This design comes from an exercise in tuning for small area on the open sky130 flow, not from production work.
Function was checked by simulation only, so behaviour that the tests miss may differ from the original.
Power figures rest on the tool's default switching activity, not on a simulated workload.

## constraint.sdc

```tcl
create_clock -name core_clock -period 6.0 [get_ports {clk}]
set_input_delay 1.2000 -clock core_clock [delete_from_list [all_inputs] [get_ports {clk}]]
set_output_delay 1.2000 -clock core_clock [all_outputs]
set_load 0.01 [all_outputs]
```

## standard.sh

```bash
#!/bin/bash
# synth_recipe.tcl (not shown) runs the flow's synth.tcl, then flattens the netlist and writes it again
# the make line also repeats each setting of config.mk as NAME=value (left out here)
make -C /OpenROAD-flow-scripts/flow DESIGN_CONFIG=/design/flow/config.mk WORK_HOME=/design/flow/orfs CLKGATE_MAP_FILE= SYNTH_SCRIPT=/design/flow/synth_recipe.tcl "${@:-finish}"
```

## flow/run.sh

```bash
#!/bin/bash
# Own layout flow: the standard ORFS flow (standard.sh) with these changes:
#  - synthesis maps the logic with its own ABC script (flow/abc_area.script: a
#    balanced AIG mapped for area under a 2.5 ns delay target, with no buffering or
#    upsizing inside ABC, as OpenROAD repairs timing later) and without
#    Yosys's full/half-adder extraction;
#  - ports are buffered with sky130_fd_sc_hd__buf_1;
#  - CTS clusters up to 20 sinks within 80 um per leaf buffer and adds no dummy loads.
# make's output goes to flow_make.log here; ORFS keeps each step's log under orfs/logs.
set -euo pipefail
W=$(pwd)
rm -rf "$W/scripts"
cp -r "$FLOW_HOME/scripts" "$W/scripts"
cp "$W/flow/abc_area.script" "$W/scripts/abc_area.script"
export SCRIPTS_DIR="$W/scripts"
bash standard.sh ADDER_MAP_FILE= \
  "BUFFER_PORTS_ARGS=-buffer_cell sky130_fd_sc_hd__buf_1" \
  "CTS_ARGS=-sink_clustering_enable -repair_clock_nets -dont_use_dummy_load -sink_clustering_size 20 -sink_clustering_max_diameter 80" \
  finish > "$W/flow_make.log" 2>&1
```

## config.mk

```make
export PLATFORM = sky130hd
export DESIGN_NAME = Gelu_Top
export DESIGN_NICKNAME = Gelu_Top
export VERILOG_FILES = /design/flow/design.v
export SDC_FILE = /design/flow/constraint.sdc
export NUM_CORES = 8
export LEC_CHECK = 0
export ABC_AREA = 1
export CAP_MARGIN = 20
export CORE_MARGIN = 2
export CORE_UTILIZATION = 40
export GPL_TIMING_DRIVEN = 0
export PLACE_DENSITY = 0.7
export SETUP_SLACK_MARGIN = 0.15
export SLEW_MARGIN = 20
```

## flow/abc_area.script

```
strash
&get -n
&b
&put
dch
map -D 2500
topo
```

## design.v

```verilog
module gelu_corr (x03, x04, x05, x06, x07, x00, x01, x02, x08, x09, x10, z0, z1, z2, z3, z4);
  input  x03, x04, x05, x06, x07, x00, x01, x02, x08, x09, x10;
  output z0, z1, z2, z3, z4;
  wire new_n17, new_n18, new_n19, new_n20, new_n21, new_n22, new_n23,
    new_n24, new_n25, new_n27, new_n28, new_n29, new_n30, new_n31, new_n32,
    new_n33, new_n34, new_n35, new_n36, new_n37, new_n38, new_n39, new_n40,
    new_n41, new_n42, new_n43, new_n44, new_n45, new_n46, new_n47, new_n48,
    new_n49, new_n50, new_n51, new_n52, new_n53, new_n54, new_n55, new_n56,
    new_n57, new_n58, new_n59, new_n60, new_n61, new_n63, new_n64, new_n65,
    new_n66, new_n67, new_n68, new_n69, new_n70, new_n71, new_n72, new_n73,
    new_n74, new_n75, new_n76, new_n77, new_n78, new_n79, new_n80, new_n81,
    new_n82, new_n83, new_n84, new_n85, new_n86, new_n87, new_n88, new_n89,
    new_n90, new_n91, new_n92, new_n93, new_n94, new_n95, new_n96, new_n97,
    new_n98, new_n99, new_n100, new_n101, new_n102, new_n103, new_n104,
    new_n105, new_n106, new_n107, new_n108, new_n109, new_n110, new_n111,
    new_n112, new_n113, new_n114, new_n115, new_n116, new_n117, new_n118,
    new_n119, new_n120, new_n121, new_n122, new_n123, new_n124, new_n125,
    new_n126, new_n127, new_n128, new_n129, new_n130, new_n132, new_n133,
    new_n134, new_n135, new_n136, new_n137, new_n138, new_n139, new_n140,
    new_n141, new_n142, new_n143, new_n144, new_n145, new_n146, new_n147,
    new_n148, new_n149, new_n150, new_n151, new_n152, new_n153, new_n154,
    new_n155, new_n156, new_n157, new_n158, new_n159, new_n160, new_n161,
    new_n162, new_n163, new_n164, new_n165, new_n166, new_n167, new_n168,
    new_n169, new_n170, new_n171, new_n172, new_n173, new_n174, new_n175,
    new_n176, new_n177, new_n178, new_n179, new_n180, new_n181, new_n182,
    new_n183, new_n184, new_n185, new_n186, new_n187, new_n188, new_n190,
    new_n191, new_n192, new_n193, new_n194, new_n195, new_n196, new_n197,
    new_n198, new_n199, new_n200, new_n201, new_n202, new_n203, new_n204,
    new_n205, new_n206, new_n207, new_n208, new_n209, new_n210, new_n211,
    new_n212, new_n213, new_n214, new_n215, new_n216, new_n217, new_n218,
    new_n219, new_n220, new_n221, new_n222, new_n223, new_n224, new_n225,
    new_n226, new_n227, new_n228, new_n229, new_n230, new_n231, new_n232,
    new_n233, new_n234, new_n235, new_n236, new_n237, new_n238, new_n239,
    new_n240, new_n241, new_n242, new_n243, new_n244, new_n245, new_n246,
    new_n247, new_n248, new_n249, new_n250, new_n251, new_n252, new_n253,
    new_n254, new_n255;
  assign new_n17 = x00 & x01;
  assign new_n18 = ~x04 & ~x07;
  assign new_n19 = ~x08 & ~x09;
  assign new_n20 = ~x10 & new_n19;
  assign new_n21 = new_n18 & new_n20;
  assign new_n22 = x05 & x06;
  assign new_n23 = ~x04 & ~new_n22;
  assign new_n24 = x02 & ~new_n23;
  assign new_n25 = ~new_n21 & new_n24;
  assign z0 = new_n17 & new_n25;
  assign new_n27 = ~x06 & ~x07;
  assign new_n28 = x08 & x09;
  assign new_n29 = ~x03 & ~new_n28;
  assign new_n30 = new_n27 & ~new_n29;
  assign new_n31 = x03 & new_n22;
  assign new_n32 = x07 & x08;
  assign new_n33 = new_n31 & new_n32;
  assign new_n34 = ~new_n30 & ~new_n33;
  assign new_n35 = ~x05 & ~x08;
  assign new_n36 = ~x09 & x10;
  assign new_n37 = new_n35 & new_n36;
  assign new_n38 = ~new_n34 & ~new_n37;
  assign new_n39 = x03 & x08;
  assign new_n40 = x09 & x10;
  assign new_n41 = ~new_n22 & ~new_n40;
  assign new_n42 = ~x03 & ~x08;
  assign new_n43 = ~new_n41 & ~new_n42;
  assign new_n44 = ~new_n39 & ~new_n43;
  assign new_n45 = x06 & ~x07;
  assign new_n46 = new_n44 & new_n45;
  assign new_n47 = ~new_n38 & ~new_n46;
  assign new_n48 = x06 & new_n47;
  assign new_n49 = ~x05 & ~new_n48;
  assign new_n50 = x04 & ~new_n49;
  assign new_n51 = ~x04 & ~x05;
  assign new_n52 = ~x09 & ~x10;
  assign new_n53 = x08 & ~new_n52;
  assign new_n54 = ~new_n29 & new_n53;
  assign new_n55 = ~x02 & ~new_n54;
  assign new_n56 = ~new_n19 & ~new_n55;
  assign new_n57 = ~x07 & ~new_n56;
  assign new_n58 = x06 & ~new_n57;
  assign new_n59 = new_n51 & ~new_n58;
  assign new_n60 = new_n17 & ~new_n25;
  assign new_n61 = ~new_n59 & new_n60;
  assign z1 = ~new_n50 & new_n61;
  assign new_n63 = x03 & ~new_n53;
  assign new_n64 = ~new_n40 & new_n63;
  assign new_n65 = x06 & ~new_n64;
  assign new_n66 = x06 & ~x10;
  assign new_n67 = ~x03 & new_n28;
  assign new_n68 = ~new_n66 & ~new_n67;
  assign new_n69 = x07 & ~new_n68;
  assign new_n70 = ~x05 & ~new_n69;
  assign new_n71 = ~new_n65 & new_n70;
  assign new_n72 = ~x03 & new_n19;
  assign new_n73 = ~x10 & new_n72;
  assign new_n74 = ~new_n27 & ~new_n73;
  assign new_n75 = new_n71 & ~new_n74;
  assign new_n76 = ~x03 & x10;
  assign new_n77 = ~x08 & ~new_n40;
  assign new_n78 = ~x03 & ~new_n77;
  assign new_n79 = x08 & new_n40;
  assign new_n80 = x06 & ~new_n79;
  assign new_n81 = ~new_n78 & new_n80;
  assign new_n82 = x07 & ~new_n81;
  assign new_n83 = ~x06 & new_n79;
  assign new_n84 = ~new_n82 & ~new_n83;
  assign new_n85 = ~new_n76 & ~new_n84;
  assign new_n86 = new_n75 & ~new_n85;
  assign new_n87 = x01 & ~new_n86;
  assign new_n88 = ~x05 & ~new_n39;
  assign new_n89 = ~new_n42 & ~new_n88;
  assign new_n90 = x06 & x10;
  assign new_n91 = ~new_n29 & new_n90;
  assign new_n92 = ~new_n89 & ~new_n91;
  assign new_n93 = x07 & ~new_n92;
  assign new_n94 = new_n31 & new_n53;
  assign new_n95 = ~x08 & ~new_n22;
  assign new_n96 = x09 & ~new_n95;
  assign new_n97 = x07 & ~new_n96;
  assign new_n98 = new_n44 & ~new_n97;
  assign new_n99 = ~new_n94 & ~new_n98;
  assign new_n100 = ~new_n93 & new_n99;
  assign new_n101 = ~new_n66 & new_n100;
  assign new_n102 = ~new_n40 & ~new_n52;
  assign new_n103 = new_n32 & ~new_n102;
  assign new_n104 = ~x03 & ~new_n103;
  assign new_n105 = x05 & ~new_n104;
  assign new_n106 = ~new_n101 & new_n105;
  assign new_n107 = ~new_n39 & ~new_n53;
  assign new_n108 = new_n106 & ~new_n107;
  assign new_n109 = x02 & ~new_n75;
  assign new_n110 = ~new_n108 & new_n109;
  assign new_n111 = new_n23 & new_n110;
  assign new_n112 = ~new_n87 & ~new_n111;
  assign new_n113 = ~x07 & new_n42;
  assign new_n114 = new_n22 & ~new_n113;
  assign new_n115 = ~new_n110 & new_n114;
  assign new_n116 = ~new_n112 & ~new_n115;
  assign new_n117 = x08 & new_n36;
  assign new_n118 = ~x06 & ~new_n117;
  assign new_n119 = new_n106 & ~new_n118;
  assign new_n120 = ~new_n71 & ~new_n119;
  assign new_n121 = x02 & ~new_n120;
  assign new_n122 = x04 & ~new_n121;
  assign new_n123 = new_n25 & ~new_n122;
  assign new_n124 = x07 & new_n40;
  assign new_n125 = ~x05 & ~new_n124;
  assign new_n126 = x02 & ~new_n125;
  assign new_n127 = ~new_n35 & new_n126;
  assign new_n128 = z1 & ~new_n127;
  assign new_n129 = x00 & ~new_n128;
  assign new_n130 = ~new_n123 & new_n129;
  assign z2 = new_n116 & new_n130;
  assign new_n132 = x05 & ~x02;
  assign new_n133 = ~x04 & ~new_n132;
  assign new_n134 = x05 & ~new_n84;
  assign new_n135 = new_n107 & new_n134;
  assign new_n136 = x03 & x09;
  assign new_n137 = new_n77 & ~new_n136;
  assign new_n138 = x06 & x07;
  assign new_n139 = ~new_n137 & new_n138;
  assign new_n140 = ~new_n135 & new_n139;
  assign new_n141 = new_n133 & ~new_n140;
  assign new_n142 = ~new_n116 & new_n141;
  assign new_n143 = ~x02 & ~new_n72;
  assign new_n144 = x01 & ~new_n143;
  assign new_n145 = ~new_n27 & ~new_n144;
  assign new_n146 = ~x01 & ~new_n107;
  assign new_n147 = new_n51 & ~new_n146;
  assign new_n148 = ~new_n145 & new_n147;
  assign new_n149 = ~new_n17 & ~new_n148;
  assign new_n150 = ~new_n142 & new_n149;
  assign new_n151 = ~x06 & x07;
  assign new_n152 = ~x02 & ~new_n151;
  assign new_n153 = new_n47 & new_n152;
  assign new_n154 = new_n122 & ~new_n153;
  assign new_n155 = x05 & x10;
  assign new_n156 = new_n57 & ~new_n155;
  assign new_n157 = new_n87 & ~new_n156;
  assign new_n158 = new_n27 & new_n137;
  assign new_n159 = ~new_n157 & ~new_n158;
  assign new_n160 = ~new_n107 & new_n151;
  assign new_n161 = ~new_n55 & new_n160;
  assign new_n162 = ~new_n134 & ~new_n161;
  assign new_n163 = new_n22 & new_n40;
  assign new_n164 = x08 & ~new_n41;
  assign new_n165 = ~new_n163 & new_n164;
  assign new_n166 = ~new_n73 & ~new_n165;
  assign new_n167 = ~x05 & x02;
  assign new_n168 = new_n138 & new_n167;
  assign new_n169 = new_n166 & new_n168;
  assign new_n170 = new_n162 & ~new_n169;
  assign new_n171 = ~new_n159 & new_n170;
  assign new_n172 = x00 & ~new_n171;
  assign new_n173 = ~x04 & ~x06;
  assign new_n174 = new_n19 & new_n173;
  assign new_n175 = ~new_n76 & new_n174;
  assign new_n176 = ~new_n133 & ~new_n175;
  assign new_n177 = ~new_n20 & ~new_n72;
  assign new_n178 = new_n151 & new_n177;
  assign new_n179 = new_n27 & new_n77;
  assign new_n180 = ~x00 & x01;
  assign new_n181 = x02 & new_n180;
  assign new_n182 = ~new_n113 & new_n181;
  assign new_n183 = ~new_n179 & new_n182;
  assign new_n184 = ~new_n178 & new_n183;
  assign new_n185 = ~x06 & new_n184;
  assign new_n186 = ~new_n176 & ~new_n185;
  assign new_n187 = ~new_n172 & new_n186;
  assign new_n188 = ~new_n154 & ~new_n187;
  assign z3 = ~new_n150 & new_n188;
  assign new_n190 = new_n84 & new_n110;
  assign new_n191 = x08 & ~new_n136;
  assign new_n192 = ~new_n47 & ~new_n191;
  assign new_n193 = new_n84 & ~new_n192;
  assign new_n194 = ~new_n110 & ~new_n193;
  assign new_n195 = new_n54 & new_n167;
  assign new_n196 = new_n141 & ~new_n195;
  assign new_n197 = ~new_n194 & new_n196;
  assign new_n198 = ~new_n190 & new_n197;
  assign new_n199 = ~new_n166 & new_n198;
  assign new_n200 = ~new_n77 & ~new_n138;
  assign new_n201 = ~new_n81 & ~new_n200;
  assign new_n202 = new_n136 & new_n201;
  assign new_n203 = ~new_n67 & ~new_n102;
  assign new_n204 = ~new_n64 & new_n203;
  assign new_n205 = ~new_n202 & ~new_n204;
  assign new_n206 = new_n75 & ~new_n205;
  assign new_n207 = new_n162 & ~new_n206;
  assign new_n208 = ~new_n126 & ~new_n207;
  assign new_n209 = new_n35 & new_n205;
  assign new_n210 = ~new_n45 & ~new_n209;
  assign new_n211 = x02 & new_n177;
  assign new_n212 = x06 & ~new_n53;
  assign new_n213 = new_n211 & ~new_n212;
  assign new_n214 = ~new_n156 & ~new_n213;
  assign new_n215 = ~new_n210 & new_n214;
  assign new_n216 = ~new_n208 & ~new_n215;
  assign new_n217 = ~x01 & new_n55;
  assign new_n218 = ~x00 & ~new_n217;
  assign new_n219 = ~new_n216 & ~new_n218;
  assign new_n220 = ~x02 & ~new_n177;
  assign new_n221 = ~new_n201 & new_n220;
  assign new_n222 = new_n126 & new_n201;
  assign new_n223 = ~new_n176 & ~new_n222;
  assign new_n224 = ~new_n221 & new_n223;
  assign new_n225 = ~new_n219 & new_n224;
  assign new_n226 = ~new_n199 & new_n225;
  assign new_n227 = new_n27 & new_n63;
  assign new_n228 = ~new_n120 & ~new_n227;
  assign new_n229 = ~x03 & ~x06;
  assign new_n230 = new_n36 & new_n229;
  assign new_n231 = x02 & ~new_n230;
  assign new_n232 = ~new_n228 & new_n231;
  assign new_n233 = ~new_n100 & ~new_n211;
  assign new_n234 = ~new_n202 & ~new_n233;
  assign new_n235 = ~new_n38 & ~new_n234;
  assign new_n236 = ~new_n110 & new_n235;
  assign new_n237 = x04 & ~new_n236;
  assign new_n238 = ~new_n232 & new_n237;
  assign new_n239 = ~new_n226 & ~new_n238;
  assign new_n240 = ~new_n149 & ~new_n184;
  assign new_n241 = ~new_n239 & new_n240;
  assign new_n242 = x07 & ~new_n136;
  assign new_n243 = ~new_n28 & ~new_n242;
  assign new_n244 = x05 & ~new_n32;
  assign new_n245 = ~new_n243 & new_n244;
  assign new_n246 = new_n133 & ~new_n245;
  assign new_n247 = ~new_n21 & ~new_n167;
  assign new_n248 = new_n179 & ~new_n247;
  assign new_n249 = ~new_n18 & ~new_n167;
  assign new_n250 = new_n229 & ~new_n249;
  assign new_n251 = ~new_n248 & ~new_n250;
  assign new_n252 = ~new_n246 & new_n251;
  assign new_n253 = x00 & new_n149;
  assign new_n254 = ~new_n252 & new_n253;
  assign new_n255 = ~new_n198 & new_n254;
  assign z4 = new_n241 | new_n255;
endmodule
module Gelu (
    input  [2:0] in_scale,
    input        g,
    input  [7:0] x,
    output [7:0] y
);
wire       sign = x[7];
wire [6:0] m    = x[6:0] ^ {7{sign}};
wire [4:0] ct;
gelu_corr u_c (
    .x00(in_scale[2]), .x01(in_scale[1]), .x02(in_scale[0]), .x03(sign),
    .x04(m[6]), .x05(m[5]), .x06(m[4]), .x07(m[3]), .x08(m[2]), .x09(m[1]), .x10(m[0]),
    .z0(ct[4]), .z1(ct[3]), .z2(ct[2]), .z3(ct[1]), .z4(ct[0])
);
wire [6:0] a = x[6:0] & {7{~sign & g}};
wire [6:0] c = {2'b00, ct & {5{g}}};
wire [7:0] b;                        
assign b[0] = 1'b0;
genvar i;
generate
    for (i = 0; i < 7; i = i + 1) begin : sub
        wire p = a[i] ^ c[i];
        assign y[i]   = p ^ b[i];
        assign b[i+1] = (~a[i] & c[i]) | (~p & b[i]);
    end
endgenerate
assign y[7] = b[7];
endmodule
module Gelu_Top
(
    input clk,
    input rst_n,
    input gelu,
    input [2:0]    in_scale,
    input [8 *32-1:0]    dat_in,
    output[8 *32-1:0]    dat_out,
    input  in_vld,
    output out_vld
);
wire [8 *32-1:0] y;
genvar i;
generate
    for (i = 0; i < 32; i = i + 1) begin : act
        Gelu u_Gelu (
            .in_scale (in_scale),
            .g        (gelu),
            .x        (dat_in[i*8 +: 8]),
            .y        (y[i*8 +: 8])
        );
    end
endgenerate
reg [8 *32-1:0] y_reg;
reg vld_reg;
always @(posedge clk) y_reg <= y;
always @(posedge clk or negedge rst_n)
    if (!rst_n) vld_reg <= 1'b0;
    else        vld_reg <= in_vld;
assign dat_out = y_reg;
assign out_vld = vld_reg;
endmodule
```

==> key figures, run 1 <==
Outcome
  – Result of the run: finished clean

Detailed routing
  – Routed length per instance: between 20 and 25 um
  – Number of search-and-repair iterations in the first detailed-routing pass: 9
  – Via density: 6.29
  – Antenna violation net count after detailed routing: 0
  – Sum of routed wire length over all layers: roughly 190000 um
  – Total number of vias: between 50k and 60k
  – Remaining design rule violation count: 0
  – DRC marker count from the first detailed-route iteration: around 9.5k

Worst setup path
  – Ordered cell list for the critical path: buf_2 > clkinvlp_4 > nor2_2 > nor2_1 > nor2_1 > nor2_1 > o21ai_0 > a21oi_1 > nor3_1 > a211oi_1 > a21boi_1 > nand2_1 > o211ai_1 > o21a_1 > a31oi_1 > o32ai_2 > a31oi_1 > o21ai_0 > a21o_2 > a21boi_0 > o21ai_0 > nand2_1
  – Worst path max stage delay: around 0.49 ns
  – Max Fanout on Critical Path: 17
  – Type of element capturing the critical path: flop
  – Type of origin of the critical path: primary input
  – Worst setup path class: in2reg
  – Worst EP required: ~6.5 ns
  – CP arrival: 6.10 ns
  – Cell with the largest stage delay on the worst path: o21ai_0

Pwr
  – Cell leakage power: 0.0171 uW
  – Overall Power: slightly below 9000 uW
  – Worst IR drop on VDD: between 0.2 and 0.3 mV
  – Power per standard cell area: a little under 200 nW/um^2

Min path
  – Type of the worst min-delay path: in2async

Floorplan
  – Total core area: approximately 98000 sq um
  – Die footprint: just over 100000 sq um
  – Standard-cell rows: 115
  – Initial standard-cell utilization of the core: between 40 and 50%
  – Die span in y: approximately 320 um
  – Ports: 520
  – Die span in x: ~320 um

Finish
  – Proportion of layout cells with a drive suffix above 1: 3.28%
  – P&R area growth vs syn: 13.7%
  – Commonest non-fill, non-tap cells in the layout: 1528 x nand2_1, 1393 x nor2_1, 979 x clkinv_1
  – Number of flip-flops under the largest register name: between 200 and 300
  – Filler Cells Inserted: about 10k
  – Nets: 8189
  – Design area: 44900 sq um
  – Commonest non-fill, non-tap cell in the layout: nand2_1

Global routing
  – Antenna violations before repair: 33
  – Maximum number of pins on one net before global-route repair: approximately 170
  – Overall Global Routing Usage: ~34%
  – Via count of the first global-routing pass: 52.2k
  – Total grt overflow: 0
  – Wire length of the first global-routing pass: 284000 um

Yosys
  – Post-synthesis instance total: about 7.3k
  – Post-synthesis adder-cell area fraction: 0%
  – Multiplexer fraction of the synthesized cell area: 0%
  – Flops & latches, synth: 257
  – Dominant combinational cell family by area after synthesis: compound AO/OA/AOI/OAI gates
  – Compound-Gate Fraction of Synth Area: 36.7%
  – Fraction of the yosys area taken by sequential cells: between 10% and 20%
  – Total standard cell area after synthesis: a little under 40000 sq um
  – Fraction of the mapped netlist area in simple logic gates: a little over a third
  – Synthesized net count: 7610
  – Share of async-settable or async-resettable flops after synthesis: 0.389%
  – Count of different cell masters after synthesis: 49
  – Syn_area_per_cell: roughly 5.4 sq um
  – XOR/XNOR Fraction of Synth Area: under 10%
  – Number of enable-type register cells in the synthesized netlist: 0
  – Top FF cell, synth: dfxtp_1
  – Yosys warns: 1

Timing
  – Relative slew slack: 39.4%
  – Period Utilization, post-route: 92.9%
  – Worst Hold Slack: about 0.30 ns
  – Setup repair after global routing missed its margin: true
  – Max Freq: 0.179 GHz
  – Time the final worst path needs with I/O delays and setup: approximately 5.6 ns
  – Slew @ Worst Pin: between 0.9 and 1 ns
  – Hold Violations, Final: 0
  – Slew Viols, Final: 0
  – Final-report setup violation count: 0

Place
  – DP HPWL: about 140000 um
  – Total cell area at the placement stage: ~44000 sq um
  – Number of I/O port buffers: 519
  – GP Congestion: around 1.0

Clocking
  – Number of sinks driven by the clock tree: between 200 and 300
  – Post-CTS clock slew at the launch and capture registers of the worst setup and hold paths: ~0.07 ns
  – CTS hold repair buffers: 0
  – H-tree Lvls: 1
  – Root buf cell: clkbuf_16
  – TritonCTS clock tree: done
  – Max Root-Sink Buffers: 3
  – Number of buffers created by CTS: 31

Run
  – Max cap viols: 0
## how the worst max path moves through the flow
stage	endpoint	startpoint
floorplan	y_reg[134]$_DFF_P_	in_scale[0]
CTS	y_reg[230]$_DFF_P_	dat_in[231]
finish	y_reg[38]$_DFF_P_	dat_in[39]
detailed placement	y_reg[239]$_DFF_P_	in_scale[1]
global route	y_reg[46]$_DFF_P_	dat_in[47]
global placement	y_reg[239]$_DFF_P_	in_scale[0]
## per-stage QoR
stage / instances / TNS, ns / setup slack [ns] / util (%)
floorplan: 7347 / 0 / 0.265 / -
global placement: 9153 / -3953.10 / -17.86 / 43.9
detailed placement: 9178 / -161.33 / -1.93 / 44.6
CTS: 9211 / 0 / 0.154 / 45.4
global route: 9232 / 0 / 0.0474 / 45.7
finish: 9237 / 0 / 0.428 / 45.7
## Yosys cell counts, drive strengths merged (44+ instances only)
library cell | count | area (sq um)
o2111ai | 67 | 587
a21oi | 644 | 3220
clkinv | 1001 | 3760
o221ai | 64 | 561
o21a | 54 | 405
o21ai | 698 | 3490
nor3 | 189 | 946
xor2 | 44 | 385
o211ai | 127 | 953
nand2 | 1528 | 5740
dfxtp | 256 | 5120
a31oi | 163 | 1020
nor2 | 1404 | 5270
xnor2 | 167 | 1460
nand3 | 338 | 1690
a21boi | 85 | 638
## repair_timing
action                                 4_1_cts  5_1_grt
gates resized for setup                     22       86
endpoints found under the hold margin        0        0
setup buffers                                2        0
setup endpoints to repair                  129      114
pin swaps                                    1        0
## where the power goes
part | internal, uW | total (uW) | switching (uW)
clock network | 886 | 1630 | 742
logic | 1470 | 4910 | 3440
registers | 2090 | 2250 | 157
total | 4440 | 8780 | 4340
## worst max-delay path: cells and delay by family
family	cells	cell delay, ns
compound gates	13	2.85
simple gates	7	1.36
buf+inv	2	0.66
## area by class of cell
| type | instances | area, sq um | share of cell area (%) |
|---|---|---|---|
| Tap cell | 1287 | 1610 | 3.59 |
| Clock buffer | 31 | 776 | 1.73 |
| Sequential cell | 257 | 5150 | 11.5 |
| Timing Repair Buffer | 546 | 2640 | 5.88 |
| Antenna cell | 26 | 65.1 | 0.145 |
| Inverter | 1001 | 3870 | 8.63 |
| Multi-Input combinational cell | 6089 | 30800 | 68.6 |
## cells by family after synthesis
kind of cell / Yosys count
xor gates and xnor gates: 211
and+or+nand+nor: 3547
buffers and inverters: 1001
DFF: 257
AOI/OAI and AO/OA: 2331
## layer usage
| metal | part of all wire, % | wire [um] | GRT usage (%) | vias up |
|---|---|---|---|---|
| li1 | - | - | - | 26800 |
| met1 | 38 | 69800 | 42.1 | 25500 |
| met2 | 43 | 78900 | 52.9 | 4694 |
| met3 | 13 | 24300 | 9.58 | 1061 |
| met4 | 6.5 | 12100 | 19.8 | 18 |
| met5 | 0.056 | 104 | 0 | - |
==> run 2, diff against run 1 <==
--- a/flow/run.sh
+++ b/flow/run.sh
@@ -1,7 +1,7 @@
 #!/bin/bash
 # Own layout flow: the standard ORFS flow (standard.sh) with these changes:
 #  - synthesis maps the logic with its own ABC script (flow/abc_area.script: a
-#    balanced AIG mapped for area under a 2.5 ns delay target, with no buffering or
+#    balanced AIG mapped for area under a 2.8 ns delay target, with no buffering or
 #    upsizing inside ABC, as OpenROAD repairs timing later) and without
 #    Yosys's full/half-adder extraction;
 #  - ports are buffered with sky130_fd_sc_hd__buf_1;
==> flow/abc_area.script (replaced) <==
strash
&get -n
&b
&put
dch
map -D 2800
topo
==> key figures, run 2 <==
Detailed routing
  – Number of search-and-repair iterations in the first detailed-routing pass: 14
  – WL met2: around 80000 um
  – Via density: 6.32
  – Routed length per instance: ~20 um
  – Routed metal-1 wirelength: approximately 69000 um
  – Antenna violation net count after detailed routing: 0
  – Total number of vias: 56.6k
  – Met3 routed WL: 20900 um
  – Sum of routed wire length over all layers: ~180000 um
  – Uppermost layer routed: met5
  – Remaining design rule violation count: 0
  – DRC marker count from the first detailed-route iteration: 8319

Clocking
  – Number of buffers created by CTS: 25
  – Root buf cell: clkbuf_16
  – Post-CTS clock slew at the launch and capture registers of the worst setup and hold paths: 0.06 ns
  – Max Root-Sink Buffers: 3
  – H-tree Lvls: 1
  – Number of sinks driven by the clock tree: ~260
  – CTS hold repair buffers: 0
  – TritonCTS clock tree: done

Run
  – Max cap viols: 0

Outcome
  – Result of the run: finished clean

Yosys
  – Count leader, synth: nor2_1
  – Syn_area_per_cell: roughly 5.5 sq um
  – Total standard cell area after synthesis: between 30000 and 40000 sq um
  – Synth top area cells: nor2_1 14%, dfxtp_1 13%, nand2_1 12%
  – Number of enable-type register cells in the synthesized netlist: 0
  – Flops & latches, synth: approximately 260
  – Count of different cell masters after synthesis: 44
  – Top FF cell, synth: dfxtp_1
  – Top cells by count, synth: 1398 x nor2_1, 1208 x nand2_1, 1016 x clkinv_1, 828 x o21ai_0, 520 x a21oi_1
  – Synthesized net count: 7344
  – Area share of the leading cell type in the synthesized netlist: 13.6%
  – Post-synthesis instance total: between 7k and 8k
  – Yosys warns: 1
  – Fraction of the yosys area taken by sequential cells: about an eighth
  – Post-synth top area cell: nor2_1
  – Share of async-settable or async-resettable flops after synthesis: 0.389%

Pwr
  – Internal cell power: 4270 uW
  – Clock network fraction of design power: between 10% and 20%
  – Worst IR drop on VDD: between 0.2 and 0.25 mV
  – Portion of total power attributed to combinational logic: between 50 and 60%
  – Power share of the sequential group: a little over a quarter
  – Sw Ratio: between 40% and 50%
  – Cell leakage power: roughly 0.016 uW
  – Power per standard cell area: around 190 nW/um^2
  – Sw Pwr: 4190 uW
  – Overall Power: around 8500 uW

Place
  – DP HPWL: 136000 um
  – Total cell area at the placement stage: approximately 43000 sq um
  – GP Congestion: 1.03
  – Number of I/O port buffers: approximately 520

Timing
  – Relative slew slack: a little under half
  – Final-report setup violation count: 0
  – Max Freq: about 0.18 GHz
  – Worst Hold Slack: around 0.39 ns
  – Hold Violations, Final: 0
  – Slew Viols, Final: 0
  – Period Utilization, post-route: a little over nine tenths
  – Setup repair after global routing missed its margin: true
  – Slew @ Worst Pin: about 0.80 ns
  – Time the final worst path needs with I/O delays and setup: roughly 5.6 ns
  – Final TNS setup: 0 ns

Floorplan
  – Total core area: between 90000 and 100000 sq um
  – Die span in y: roughly 310 um
  – Die span in x: 315 um
  – Initial standard-cell utilization of the core: ~40%
  – Die footprint: about 100000 sq um
  – Ports: 520
  – Standard-cell rows: between 100 and 150

Min path
  – Type of the worst min-delay path: in2async

Worst setup path
  – Type of origin of the critical path: primary input
  – Max Fanout on Critical Path: 60
  – Worst EP required: approximately 6.5 ns
  – CP arrival: ~6.1 ns
  – Worst setup path class: in2reg
  – Type of element capturing the critical path: flop

Global routing
  – Maximum number of pins on one net before global-route repair: 128
  – Total grt overflow: 0
  – Via count of the first global-routing pass: 50.9k
  – Wire length of the first global-routing pass: ~280000 um
  – Overall Global Routing Usage: about a third
  – Antenna violations before repair: 24

Finish
  – P&R area growth vs syn: 14.2%
  – Proportion of layout cells with a drive suffix above 1: under 10%
  – Nets: between 7k and 8k
  – Filler Cells Inserted: roughly 10k
  – Design area: 44200 sq um
  – Commonest non-fill, non-tap cells in the layout: 1366 x nor2_1, 1206 x nand2_1, 974 x clkinv_1
  – Number of flip-flops under the largest register name: between 200 and 300
  – Commonest non-fill, non-tap cell in the layout: nor2_1
## run 2: cell types whose count changed after synthesis, moves of 31 or more
| cell | delta |
|---|---|
| nand3_1 | -91 |
| a21oi_1 | -124 |
| a211oi_1 | +42 |
| nand4_1 | +32 |
| nor3_1 | +50 |
| nor4_1 | -31 |
| xor2_1 | +37 |
| o2111ai_1 | -32 |
| o21ai_0 | +130 |
| nand2_1 | -320 |
## run 2: worst max path at each step
stage	from	endpoint	slack (ns)	cells after the start
after CTS	dat_in[215]	y_reg[214]$_DFF_P_	0.08	24
after global placement	in_scale[0]	y_reg[102]$_DFF_P_	-17.88	18
final	in_scale[0]	y_reg[102]$_DFF_P_	0.36	22
after global routing	dat_in[87]	y_reg[86]$_DFF_P_	0.12	22
after floorplan	gelu	y_reg[246]$_DFF_P_	0.30	10
after detailed placement	dat_in[215]	y_reg[214]$_DFF_P_	-1.07	23
## run 2: repair_timing
item / in CTS / in global routing
cloned: 0 / 2
pin swaps: 1 / 1
buffers inserted: 1 / 9
gates resized for setup: 47 / 150
setup endpoints to repair: 59 / 122
## run 2: metal layers
metal / track usage (%) / up-vias
li1: - / 26000
met5: 0 / -
met3: 6.35 / 1013
met1: 42.6 / 25200
met2: 55.0 / 4348
met4: 18.7 / 14
## run 2: worst max-delay path: stages
cell       delay, ns
buf_4           0.29
buf_12          0.26
buf_12          0.23
clkinv_8        0.31
buf_16          0.32
nor2_1          0.19
nand2_4         0.30
inv_4           0.31
buf_12          0.24
o2111ai_1       0.18
o21ai_0         0.18
nand2_1         0.06
o21ai_0         0.11
o211ai_1        0.19
xor2_1          0.25
nor2_1          0.08
nor2_1          0.14
o21ai_0         0.16
a21o_2          0.25
a21boi_2        0.27
a211oi_1        0.10
or2b_2          0.32
## run 2: through the flow
stage | util, % | instances | setup slack (ns)
detailed placement | 44.5 | 8900 | -1.07
CTS | 45.3 | 8926 | 0.0751
global route | 45.8 | 8952 | 0.121
global placement | 43.9 | 8876 | -17.88
finish | 45.9 | 8957 | 0.359
floorplan | - | 7081 | 0.302
## run 2: kinds of logic after synthesis
| logic type | synth area share (%) |
|---|---|
| compound gates | 38.0 |
| xor+xnor | 5.26 |
| buf+inv | 9.86 |
| flops | 13.3 |
| simple gates | 33.5 |
## run 2: layout make-up
cell class	instances	area, sq um	area share, %
inverters	1016	3960	8.96
diodes	20	50.0	0.113
well taps	1276	1600	3.62
repair buffers	555	2690	6.09
multi-input cells	5808	30100	68.1
flip-flops and latches	257	5150	11.7
clock buffers	25	626	1.42
## run 2: power groups by stage
stage | Clock, uW | Combinational, uW | Sequential [uW]
6_report | 1410 | 4810 | 2230
5_1_grt | 1500 | 5210 | 2260
4_1_cts | 1450 | 4550 | 2230
3_5_place_dp | 0 | 4520 | 2270
3_3_place_gp | 0 | 4600 | 2270
2_1_floorplan | 0 | 2800 | 2420

[separate check: timing with driven ports]
No port has a modelled driver above. Below, the same layouts with a new extraction and two added sets of constraints.
Step 1 assumes that a clkbuf_16 drives the clock port and a buf_2 every other input.
Step 2 times the ports against the registers' clock, not the clock port: input delays grow and output delays shrink by t, the midpoint of the rising clock arrivals with the driver on.
Slacks: ideal ports / drivers / drivers and shift; pairs: ideal ports / drivers.
| run | t, ns | setup slack, ns | worst register clock-pin slew, ns | pins driven straight from the clock port |
|---|---|---|---|---|
| run 1 | 0.705 | 0.428 / 0.329 / -0.375 | 0.08 / 0.08 | 1 |
| run 2 | 0.666 | 0.359 / 0.406 / -0.261 | 0.08 / 0.08 | 1 |
With both steps, setup timing fails in run 1 and run 2, where it was met with ideal ports. For run 1, which loses most, drivers alone change the setup slack by -0.099 ns; drivers and shift together by -0.803 ns.
